From an optimization exercise on the open Yosys and OpenROAD flow, aimed at small area; shortcuts taken in it are not production practice.

P:
==> flow/design.v <==
module breakout(
    input  logic clk,
    input  logic right,
    input  logic left,
    input  logic reset,
    output logic [2:0] red,
    output logic [2:0] green,
    output logic [2:0] blue,
    output logic hsync,
    output logic vsync
    );
function automatic logic geq(input logic [9:0] x, input logic [9:0] k);
  geq = 1'b1;
  for (int i = 0; i < 10; i++) geq = k[i] ? (x[i] & geq) : (x[i] | geq);
endfunction
function automatic logic leq(input logic [9:0] x, input logic [9:0] k);
  leq = !geq(x, k + 10'd1);
endfunction
logic [9:0] hc, vc;
wire hend = hc[9] & hc[8] & (&hc[4:0]);         
wire vend = vc[9] & vc[3];                      
always_ff @(posedge clk)
  if (reset) begin
    hc <= 0; vc <= 0;
  end else if (hend) begin
    hc <= 0;
    vc <= vend ? 10'd0 : vc + 10'd1;
  end else
    hc <= hc + 10'd1;
assign hsync = (|hc[9:7]) | (hc[6] & hc[5]);    
assign vsync = |vc[9:1];                        
wire ax = !(hc[9] & (hc[8] | hc[7]));            
wire ay = !(vc[9] | (&vc[8:5]));                 
wire area = ax & ay;
wire top    = ax & !geq(vc, 10'd11);
wire bottom = ax & (vc[9:2] == 8'b01110111);     
wire lft    = ay & (hc[9:2] == 8'd0);            
wire rgt    = ay & (hc[9:2] == 8'b10011111) & (hc[1] | hc[0]);   
wire border = lft | rgt | top;
wire h0     = (hc == 10'd0);
wire eof    = h0 & (vc == 10'd480);
logic [8:0] padp;
logic [9:0] nbx;       
logic [8:0] ballY;
logic xdir, ydir, xb, yb;
logic [5:0] mt;
logic [95:0] q;
logic hitflag;     
logic filling;     
wire wide = !q[35];    
wire fast = !q[43];    
always_ff @(posedge clk)
  if (reset) padp <= 9'd280;
  else if (right) padp <= padp + 9'd3;
  else if (left) padp <= padp - 9'd3;
logic [10:0] pd;
logic pc;
wire [10:0] pa = {1'b0, hc};
wire [10:0] pb = {2'b11, ~padp};
always_comb begin
  pc = 1'b1;
  for (int i = 0; i < 11; i++) begin
    pd[i] = pa[i] ^ pb[i] ^ pc;
    pc = (pa[i] & pb[i]) | (pa[i] & pc) | (pb[i] & pc);
  end
end
wire pge4 = !pd[10] & (|pd[9:2]);
wire ple  = pd[10] | (wide ? !geq(pd[9:0], 10'd121) : !geq(pd[9:0], 10'd85));
wire paddle = (vc[9:3] == 7'b0110111) & pge4 & ple;
wire xplus = xdir ^ xb;
wire yplus = ydir ^ yb;
wire [9:0] delta = xplus ? (fast ? 10'h3FB : 10'h3FD) : (fast ? 10'd5 : 10'd3);
wire [9:0] xop = eof ? delta : hc;
logic [10:0] xs;
logic xc;
always_comb begin
  xc = !eof;
  for (int i = 0; i < 10; i++) begin
    xs[i] = xop[i] ^ nbx[i] ^ xc;
    xc = (xop[i] & nbx[i]) | (xop[i] & xc) | (nbx[i] & xc);
  end
  xs[10] = xc;
end
wire bx0 = &nbx;                                   
wire xwin = h0 ? bx0 : (xs[10] & (xs[9:3] == 7'd0) & !(xs[2] & xs[1]));
logic [10:0] yd;
logic yc;
wire [10:0] ya = {1'b0, vc};
wire [10:0] yb_ = {2'b11, ~ballY};
always_comb begin
  yc = 1'b1;
  for (int i = 0; i < 11; i++) begin
    yd[i] = ya[i] ^ yb_[i] ^ yc;
    yc = (ya[i] & yb_[i]) | (ya[i] & yc) | (yb_[i] & yc);
  end
end
wire ywin = !yd[10] & (yd[9:3] == 7'd0) & !(yd[2] & yd[1]);
wire ball = xwin & ywin;
logic [7:0] row;
logic incol, tickw, c56;
always_comb begin
  for (int r = 0; r < 8; r++) row[r] = geq(vc, 30 + 30*r) && leq(vc, 50 + 30*r);
  incol = 1'b0;
  tickw = 1'b0;
  for (int c = 0; c < 12; c++) begin
    incol = incol | (geq(hc, 13 + 52*c) && leq(hc, 55 + 52*c));
    tickw = tickw | (geq(hc, 57 + 52*c) && leq(hc, 64 + 52*c));
  end
  c56 = (geq(hc, 273) && leq(hc, 315)) || (geq(hc, 325) && leq(hc, 367));
end
wire inrow = |row;
wire adv = h0 & ((vc == 10'd51) | (vc == 10'd81) | (vc == 10'd111) | (vc == 10'd141) |
                 (vc == 10'd171) | (vc == 10'd201) | (vc == 10'd231));
wire adj = (vc == 10'd0) & !geq(hc, 10'd89);
wire tick = filling | (inrow & tickw) | adv | adj;
wire inbrick = inrow & incol;
wire hit = ball & inbrick;
wire bpix = q[0] & !hitflag & inbrick;
wire bR = bpix & (row[0] | row[1] | row[6] | row[7]);
wire bB = bpix & (row[2] | row[3]);
wire bG = bpix & !row[0] & !row[1] & !(row[2] & c56);
always_ff @(posedge clk) begin
  filling <= reset | (filling & !hend);
  hitflag <= hit | (hitflag & !tick);
  if (tick) q <= {filling | (q[0] & !hitflag), q[95:1]};
end
wire missed = area & (mt != 0);
wire common = missed | border | paddle | ball;
wire ri = common | bR;
wire gi = common | bG;
wire bi = common | bB;
assign red = {3{ri}};
assign green = {3{gi}};
assign blue = {3{bi}};
wire zero = bx0 & (ballY == 0);
wire [8:0] ystep = fast ? 9'd5 : 9'd3;
always_ff @(posedge clk)
  if (reset) begin
    nbx <= 10'h3FF; ballY <= 0;
  end else if (eof) begin
    if (zero) begin
      nbx <= ~10'd25; ballY <= 9'd280;
    end else begin
      nbx <= xs[9:0];
      ballY <= yplus ? ballY + ystep : ballY - ystep;
    end
  end
always_ff @(posedge clk)
  if (reset) begin
    xb <= 0; yb <= 0; mt <= 0; xdir <= 1; ydir <= 1;
  end else if (!eof) begin
    if (ball & (lft | rgt)) xb <= 1;
    if (ball & (top | bottom | (paddle & ydir))) yb <= 1;
    if (ball & bottom) mt <= 6'd60;
  end else if (zero) begin
    xdir <= 1; ydir <= 1; xb <= 0; yb <= 0;
  end else begin
    if (xb) xdir <= ~xdir;
    if (yb) ydir <= ~ydir;
    xb <= 0; yb <= 0;
    if (mt != 0) mt <= mt - 6'd1;
  end
endmodule
clock: 8.0 ns
lec_check: 0
cap_margin: 20
core_margin: 2
core_utilization: 40
slew_margin: 20
run.sh (not shown) runs the stock make flow with config.mk's settings and CLKGATE_MAP_FILE= SYNTH_SCRIPT=/design/flow/synth_recipe.tcl, a recipe that flattens the netlist after the stock synthesis.
What Q does differently from P at the input level:
-- flow/design.v --
<<< P, line 45
logic xdir, ydir, xb, yb;
logic [5:0] mt;
logic [95:0] q;
logic hitflag;     
logic filling;     
wire wide = !q[35];    
wire fast = !q[43];    
always_ff @(posedge clk)
  if (reset) padp <= 9'd280;
>>> Q, line 45
logic xdir, ydir, xb, yb;
logic [5:0] mt;
logic [99:0] q;
logic cur;         
logic hitflag;     
logic filling;     
logic wide, fast;  
always_ff @(posedge clk)
  if (reset) padp <= 9'd280;
<<< P, line 98
wire ball = xwin & ywin;
logic [7:0] row;
logic incol, tickw, c56;
always_comb begin
  for (int r = 0; r < 8; r++) row[r] = geq(vc, 30 + 30*r) && leq(vc, 50 + 30*r);
  incol = 1'b0;
  tickw = 1'b0;
  for (int c = 0; c < 12; c++) begin
    incol = incol | (geq(hc, 13 + 52*c) && leq(hc, 55 + 52*c));
    tickw = tickw | (geq(hc, 57 + 52*c) && leq(hc, 64 + 52*c));
  end
  c56 = (geq(hc, 273) && leq(hc, 315)) || (geq(hc, 325) && leq(hc, 367));
end
wire inrow = |row;
wire adv = h0 & ((vc == 10'd51) | (vc == 10'd81) | (vc == 10'd111) | (vc == 10'd141) |
                 (vc == 10'd171) | (vc == 10'd201) | (vc == 10'd231));
wire adj = (vc == 10'd0) & !geq(hc, 10'd89);
wire tick = filling | (inrow & tickw) | adv | adj;
wire inbrick = inrow & incol;
wire hit = ball & inbrick;
wire bpix = q[0] & !hitflag & inbrick;
wire bR = bpix & (row[0] | row[1] | row[6] | row[7]);
wire bB = bpix & (row[2] | row[3]);
wire bG = bpix & !row[0] & !row[1] & !(row[2] & c56);
always_ff @(posedge clk) begin
  filling <= reset | (filling & !hend);
  hitflag <= hit | (hitflag & !tick);
  if (tick) q <= {filling | (q[0] & !hitflag), q[95:1]};
end
wire missed = area & (mt != 0);
>>> Q, line 98
wire ball = xwin & ywin;
logic [7:0] row;
logic incol, c5, c6;
always_comb begin
  for (int r = 0; r < 8; r++) row[r] = geq(vc, 30 + 30*r) && leq(vc, 50 + 30*r);
  incol = 1'b0;
  for (int c = 0; c < 12; c++)
    incol = incol | (geq(hc, 13 + 52*c) && leq(hc, 55 + 52*c));
  c5 = geq(hc, 273) && leq(hc, 315);
  c6 = geq(hc, 325) && leq(hc, 367);
end
wire inrow = |row;
wire inbrick = inrow & incol;
wire hit = ball & inbrick;
wire tap = (row[0] & q[0])  | (row[1] & q[1])  | (row[2] & q[2])  | (row[3] & q[3]) |
           (row[4] & q[24]) | (row[5] & q[25]) | (row[6] & q[26]) | (row[7] & q[27]);
wire wb = hitflag & !incol;    
wire bpix = cur & !hitflag & inbrick;
wire bR = bpix & (row[0] | row[1] | row[6] | row[7]);
wire bB = bpix & (row[2] | row[3]);
wire bG = bpix & !row[0] & !row[1] & !(row[2] & (c5 | c6));
logic [99:0] qn;
always_comb begin
  qn = {q[0] | filling, q[99:1]};
  qn[55] = q[56] & !(wb & row[0]);
  qn[56] = q[57] & !(wb & row[1]);
  qn[57] = q[58] & !(wb & row[2]);
  qn[58] = q[59] & !(wb & row[3]);
  qn[79] = q[80] & !(wb & row[4]);
  qn[80] = q[81] & !(wb & row[5]);
  qn[81] = q[82] & !(wb & row[6]);
  qn[82] = q[83] & !(wb & row[7]);
end
always_ff @(posedge clk) begin
  filling <= reset | (filling & !hend);
  hitflag <= hit | (hitflag & incol);
  q <= qn;
  if (!incol) cur <= tap;
  wide <= !filling & (wide | (hit & row[2] & c5));
  fast <= !filling & (fast | (hit & row[2] & c6));
end
wire missed = area & (mt != 0);
## What came out
Q ends up with a clock tree buffer count of the final layout that is 1 higher than in P.
Transition at the pin with the smallest max-transition slack sits higher in Q than in P.
Q vs. P: area taken by multi-input logic gates has decreased; multiplexer area fraction after synthesis essentially unchanged; footprint of the flip-flops and latches fell 20%; global-route usage now larger; final net count saw a decrease.
For P, the most common library cell in the layout ignoring fill and taps was sky130_fd_sc_hd__edfxtp_1, unlike Q, where it was sky130_fd_sc_hd__dfxtp_1.
Q vs P: maximum clock rate down in Q
Function was not checked in any run of this note: the RTL went through the layout flow alone.

[static timing again, ports no longer ideal]
How much do the figures lean on ideal ports? The routed layouts below were timed once more, with nothing changed but the port constraints. Step 1 (the two cells are an assumption about what drives the block):
set clk [get_ports {clk}]
set_driving_cell -lib_cell sky130_fd_sc_hd__clkbuf_16 $clk
set_driving_cell -lib_cell sky130_fd_sc_hd__buf_2 [delete_from_list [all_inputs] $clk]
Step 2 moves the port delays by t, midway between the first and last clock arrival at a register: inputs arrive t later, outputs are due t later. That takes back most of the time a late clock gives input paths. a / b / c = no drivers / after step 1 / after step 2; a / b = the first two.
run | t (ns) | slack for setup (ns) | worst hold slack (ns) | worst setup path after step 2 | slew at the worst register clock pin (ns)
P | 0.461 | 0.195 / 0.154 / 0.615 | 0.415 / 0.415 / 0.415 | register to output | 0.07 / 0.07
Q | 0.462 | 0.135 / 0.094 / 0.555 | 0.318 / 0.318 / 0.318 | register to output | 0.08 / 0.08
After both steps every run listed still meets setup and hold.
